This is an optimization exercise on Yosys and OpenROAD, whose aim is small area, a short achievable clock period and few clock cycles per item, not a production implementation.
Function was checked by simulation only, so behaviour that the tests miss may differ from the original.
Power figures rest on the tool's default switching activity, not on a simulated workload.

## scr_search
module scr_search(clk,rst,start,R_fixed,angle1,adder,error,X,Y,done);
input clk; input rst; input start; input [13:0] R_fixed; input [13:0] angle1; input [3:0] adder; input [4:0] error;
output [3:0] X; output [3:0] Y; output reg done;
wire [6:0] trH = R_fixed[13:7];
wire [2:0] trhH = trH[6:4];
wire trhh_1 = (trhH[2] | (trhH[1] | trhH[0]));
wire trhh_2 = (trhH[2] | (trhH[1] & 1'b1));
wire [3:0] trhL = trH[3:0];
wire [1:0] trhlH = trhL[3:2];
wire trhlh_1 = (trhlH[1] | trhlH[0]);
wire trhlh_2 = (trhlH[1] & 1'b1);
wire trhlh_3 = (trhlH[1] & trhlH[0]);
wire [1:0] trhlL = trhL[1:0];
wire trhll_1 = (trhlL[1] | trhlL[0]);
wire trhll_2 = (trhlL[1] & 1'b1);
wire trhll_3 = (trhlL[1] & trhlL[0]);
wire trhl_1 = trhlh_1 | (1'b1 & trhll_1);
wire trhl_2 = trhlh_1 | (1'b1 & trhll_2);
wire trhl_3 = trhlh_1 | (1'b1 & trhll_3);
wire trhl_4 = trhlh_1;
wire trhl_5 = trhlh_2 | (trhlh_1 & trhll_1);
wire trhl_6 = trhlh_2 | (trhlh_1 & trhll_2);
wire trhl_7 = trhlh_2 | (trhlh_1 & trhll_3);
wire trhl_8 = trhlh_2;
wire trhl_9 = trhlh_3 | (trhlh_2 & trhll_1);
wire trhl_10 = trhlh_3 | (trhlh_2 & trhll_2);
wire trhl_11 = trhlh_3 | (trhlh_2 & trhll_3);
wire trhl_12 = trhlh_3;
wire trhl_13 = 1'b0 | (trhlh_3 & trhll_1);
wire trhl_14 = 1'b0 | (trhlh_3 & trhll_2);
wire trhl_15 = 1'b0 | (trhlh_3 & trhll_3);
wire trh_1 = trhh_1 | (1'b1 & trhl_1);
wire trh_2 = trhh_1 | (1'b1 & trhl_2);
wire trh_3 = trhh_1 | (1'b1 & trhl_3);
wire trh_4 = trhh_1 | (1'b1 & trhl_4);
wire trh_5 = trhh_1 | (1'b1 & trhl_5);
wire trh_6 = trhh_1 | (1'b1 & trhl_6);
wire trh_7 = trhh_1 | (1'b1 & trhl_7);
wire trh_8 = trhh_1 | (1'b1 & trhl_8);
wire trh_9 = trhh_1 | (1'b1 & trhl_9);
wire trh_10 = trhh_1 | (1'b1 & trhl_10);
wire trh_11 = trhh_1 | (1'b1 & trhl_11);
wire trh_12 = trhh_1 | (1'b1 & trhl_12);
wire trh_13 = trhh_1 | (1'b1 & trhl_13);
wire trh_14 = trhh_1 | (1'b1 & trhl_14);
  ...
Size in the first run: ~2,900 cells after synthesis, about 49 I/O pins, roughly 15,000 µm² of cells after synthesis.
Settings: LEC_CHECK=0, ABC_AREA=1, CAP_MARGIN=20, CORE_MARGIN=2, CORE_UTILIZATION=25, PLACE_DENSITY=0.5, SETUP_SLACK_MARGIN=5, SLEW_MARGIN=20; clock period 12.0 ns.
standard.sh (not shown) runs the stock make flow with config.mk's settings and CLKGATE_MAP_FILE= SYNTH_SCRIPT=/design/flow/synth_recipe.tcl, a recipe that flattens the netlist after the stock synthesis.
==> flow/flow/run.sh <==
#!/bin/bash
set -euo pipefail
export BUFFER_PORTS_ARGS="-buffer_cell sky130_fd_sc_hd__buf_2"
sed 's/SETUP_SLACK_MARGIN=[0-9.]*/SETUP_SLACK_MARGIN=6.25/' standard.sh > standard_m.sh
grep -q 'SETUP_SLACK_MARGIN=6.25' standard_m.sh
bash standard_m.sh > standard_flow.log 2>&1
Testbench counts at the start, summed over its fixed seeds: cycles 384, queries 384.
==> next run, changes <==
==> flow/flow/run.sh (replaced) <==
#!/bin/bash
set -euo pipefail
export BUFFER_PORTS_ARGS="-buffer_cell sky130_fd_sc_hd__buf_2"
sed 's/SETUP_SLACK_MARGIN=[0-9.]*/SETUP_SLACK_MARGIN=6.4/' standard.sh > standard_m.sh
grep -q 'SETUP_SLACK_MARGIN=6.4' standard_m.sh
bash standard_m.sh > standard_flow.log 2>&1
After rerunning: The changed run completed with no timing, DRC or antenna violations. Combinational power stays flat. Via count is lower slightly. Routed wire length barely changes. Total power is higher slightly. Clock skew stays flat. Cell area is higher slightly.

========
scr_search again, from the RTL that the note above started with.
Settings: LEC_CHECK=0, ABC_AREA=1, CAP_MARGIN=20, CORE_MARGIN=2, CORE_UTILIZATION=20, PLACE_DENSITY=0.4, SETUP_SLACK_MARGIN=5, SLEW_MARGIN=20; clock period 12.0 ns.
==> flow/flow/run.sh <==
#!/bin/bash
set -euo pipefail
export BUFFER_PORTS_ARGS="-buffer_cell sky130_fd_sc_hd__buf_2"
sed 's/SETUP_SLACK_MARGIN=[0-9.]*/SETUP_SLACK_MARGIN=6.25/' standard.sh > standard_m.sh
grep -q 'SETUP_SLACK_MARGIN=6.25' standard_m.sh
bash standard_m.sh > standard_flow.log 2>&1
Testbench counts at the start, summed over its fixed seeds: cycles 384, queries 384.
==> next run, changes <==
Settings changed: ABC_AREA 1 to unset, CORE_UTILIZATION 20 to 25, PLACE_DENSITY 0.4 to 0.5.
Effect: Power drops by 5.4%. Global-route usage came out higher by 6.1 points. Flip-flop and latch count is unchanged. Maximum frequency goes down by 4.9%. Combinational power shrinks by about 9%. Critical path depth came out lower by 3. Final area is higher by 13%.
==> next run, changes <==
==> flow/flow/run.sh (replaced) <==
#!/bin/bash
set -euo pipefail
export BUFFER_PORTS_ARGS="-buffer_cell sky130_fd_sc_hd__buf_2"
sed 's/SETUP_SLACK_MARGIN=[0-9.]*/SETUP_SLACK_MARGIN=5.75/' standard.sh > standard_m.sh
grep -q 'SETUP_SLACK_MARGIN=5.75' standard_m.sh
bash standard_m.sh > standard_flow.log 2>&1
Settings changed: ABC_AREA set to 1, CORE_UTILIZATION 25 to 15, PLACE_DENSITY 0.5 to 0.3.
- The new run produced a clean layout
- cell area drops by 12%
- first-iteration DRC count came out lower by 31%
- via count climbs by about 1.7%
- die area increases by about 70%
- synthesized cell count goes up by 47%
- combinational power hardly moves
- final cell count rose by 48%
- total power climbs by 1.1%
- critical path depth is higher by 3
- clock-buffer cell count falls by 1
- routed wire length rises by 9.1%
==> next run, changes <==
==> flow/flow/run.sh (replaced) <==
#!/bin/bash
set -euo pipefail
export BUFFER_PORTS_ARGS="-buffer_cell sky130_fd_sc_hd__buf_2"
sed 's/SETUP_SLACK_MARGIN=[0-9.]*/SETUP_SLACK_MARGIN=6.4/' standard.sh > standard_m.sh
grep -q 'SETUP_SLACK_MARGIN=6.4' standard_m.sh
bash standard_m.sh > standard_flow.log 2>&1
Settings changed: CORE_UTILIZATION 15 to 25, CTS_BUF_LIST set to sky130_fd_sc_hd__clkbuf_4 sky130_fd_sc_hd__clkbuf_8, CTS_CLUSTER_DIAMETER set to 100, CTS_CLUSTER_SIZE set to 30, PLACE_DENSITY 0.3 to 0.5.
What happened: First-iteration DRC count goes up by 48%. Die area is lower by 40%. Final area goes down by 2.0%.
==> next run, changes <==
==> flow/flow/run.sh (replaced) <==
#!/bin/bash
set -euo pipefail
export BUFFER_PORTS_ARGS="-buffer_cell sky130_fd_sc_hd__buf_2"
sed 's/SETUP_SLACK_MARGIN=[0-9.]*/SETUP_SLACK_MARGIN=5.5/' standard.sh > standard_m.sh
grep -q 'SETUP_SLACK_MARGIN=5.5' standard_m.sh
bash standard_m.sh > standard_flow.log 2>&1
Settings changed: CORE_UTILIZATION 25 to 15, CTS_BUF_LIST sky130_fd_sc_hd__clkbuf_4 sky130_fd_sc_hd__clkbuf_8 to unset, CTS_CLUSTER_DIAMETER 100 to unset, CTS_CLUSTER_SIZE 30 to unset, PLACE_DENSITY 0.5 to 0.3.
- die area grows by 65%
- clock-buffer cell count does not change
- via count shrinks by 4.9%
- core utilization shrinks by 11 points
- power grows by 2.6%
- global-route usage shrinks by 12 points
- cell area grows by 1.6%
- synthesized cell count does not change

========
scr_search, a different RTL version from the one above (not shown whole).
For scale: roughly 2200 cells after synthesis, about 63 flip-flops, roughly 49 I/O pins, roughly 0.015 sq mm of cells after synthesis.
clock: 12.0 ns
lec_check: 0
cap_margin: 20
core_margin: 2
core_utilization: 15
place_density: 0.3
setup_slack_margin: 1.5
slew_margin: 20
run.sh (not shown) runs the stock make flow with config.mk's settings and CLKGATE_MAP_FILE= SYNTH_SCRIPT=/design/flow/synth_recipe.tcl, a recipe that flattens the netlist after the stock synthesis.
Stock flow here: none of the scripts above is used.
Testbench counts at the start, summed over its fixed seeds: cycles 384, queries 384.
Change:
==> flow/flow/run.sh (new file) <==
#!/bin/bash
set -euo pipefail
export BUFFER_PORTS_ARGS="-buffer_cell sky130_fd_sc_hd__buf_2"
sed 's/SETUP_SLACK_MARGIN=[0-9.]*/SETUP_SLACK_MARGIN=7/' standard.sh > standard_m.sh
grep -q 'SETUP_SLACK_MARGIN=7' standard_m.sh
bash standard_m.sh > standard_flow.log 2>&1
==> flow/standard.sh (new file) <==
#!/bin/bash
# synth_recipe.tcl (not shown) runs the flow's synth.tcl, then flattens the netlist and writes it again
# the make line also repeats each setting of config.mk as NAME=value (left out here)
make -C /OpenROAD-flow-scripts/flow DESIGN_CONFIG=/design/flow/config.mk WORK_HOME=/design/flow/orfs CLKGATE_MAP_FILE= SYNTH_SCRIPT=/design/flow/synth_recipe.tcl "${@:-finish}"
Settings changed: SETUP_SLACK_MARGIN 1.5 to 5.
removed: flow/run.sh
Outcome:
- utilization rises by 8.5 points
- power rises by 38%
- wire length rises by 10%
- worst setup slack gets better by 2.6 ns
- clock skew falls by 0.0062 ns
Change:
==> flow/run.sh (new file) <==
#!/bin/bash
# synth_recipe.tcl (not shown) runs the flow's synth.tcl, then flattens the netlist and writes it again
# the make line also repeats each setting of config.mk as NAME=value (left out here)
make -C /OpenROAD-flow-scripts/flow DESIGN_CONFIG=/design/flow/config.mk WORK_HOME=/design/flow/orfs CLKGATE_MAP_FILE= SYNTH_SCRIPT=/design/flow/synth_recipe.tcl finish
Settings changed: SETUP_SLACK_MARGIN 5 to 3.
removed: flow/flow/run.sh
removed: flow/standard.sh
Effect:
- via count goes down by 10%
- count of clock-buffer cells in the layout stays the same
- worst hold slack gets better by 0.010 ns

==> port drivers added, routing unchanged <==
The flow's constraints put no driver on any port. The routed layouts listed below were extracted and timed again, unchanged, in two steps.
Step 1: set_driving_cell puts a clkbuf_16 on clk and a buf_2 on each other input, an assumption about the parent block.
Step 2 times the ports against the registers' clock, not the clock port: input delays grow and output delays shrink by t, the midpoint of the rising clock arrivals with the driver on.
a / b / c = ideal / step 1 / step 2; a / b = the first two.
| run | t, ns | setup slack, ns | worst setup path at the end |
|---|---|---|---|
| the first run of note 1 | 0.397 | 6.190 / 6.212 / 5.816 | input to register |
| the second run of note 1 | 0.402 | 6.308 / 6.258 / 5.967 | input to register |
| the first run of note 2 | 0.396 | 6.203 / 6.156 / 5.877 | input to register |
| the second run of note 2 | 0.370 | 5.904 / 5.865 / 5.636 | input to register |
| the third run of note 2 | 0.401 | 5.785 / 5.801 / 5.401 | input to register |
| the fourth run of note 2 | 0.412 | 6.281 / 6.239 / 5.911 | input to register |
| the fifth run of note 2 | 0.402 | 5.571 / 5.594 / 5.192 | input to register |
| the first run of note 3 | 0.400 | 2.414 / 2.439 / 2.039 | input to register |
| the second run of note 3 | 0.408 | 5.003 / 4.952 / 5.184 | input to register |
| the third run of note 3 | 0.400 | 3.267 / 3.291 / 2.890 | input to register |
After both steps every run listed still meets setup and hold. The setup slack of the third run of note 2, which loses most, moves by +0.016 ns with the drivers and by -0.384 ns with both steps.
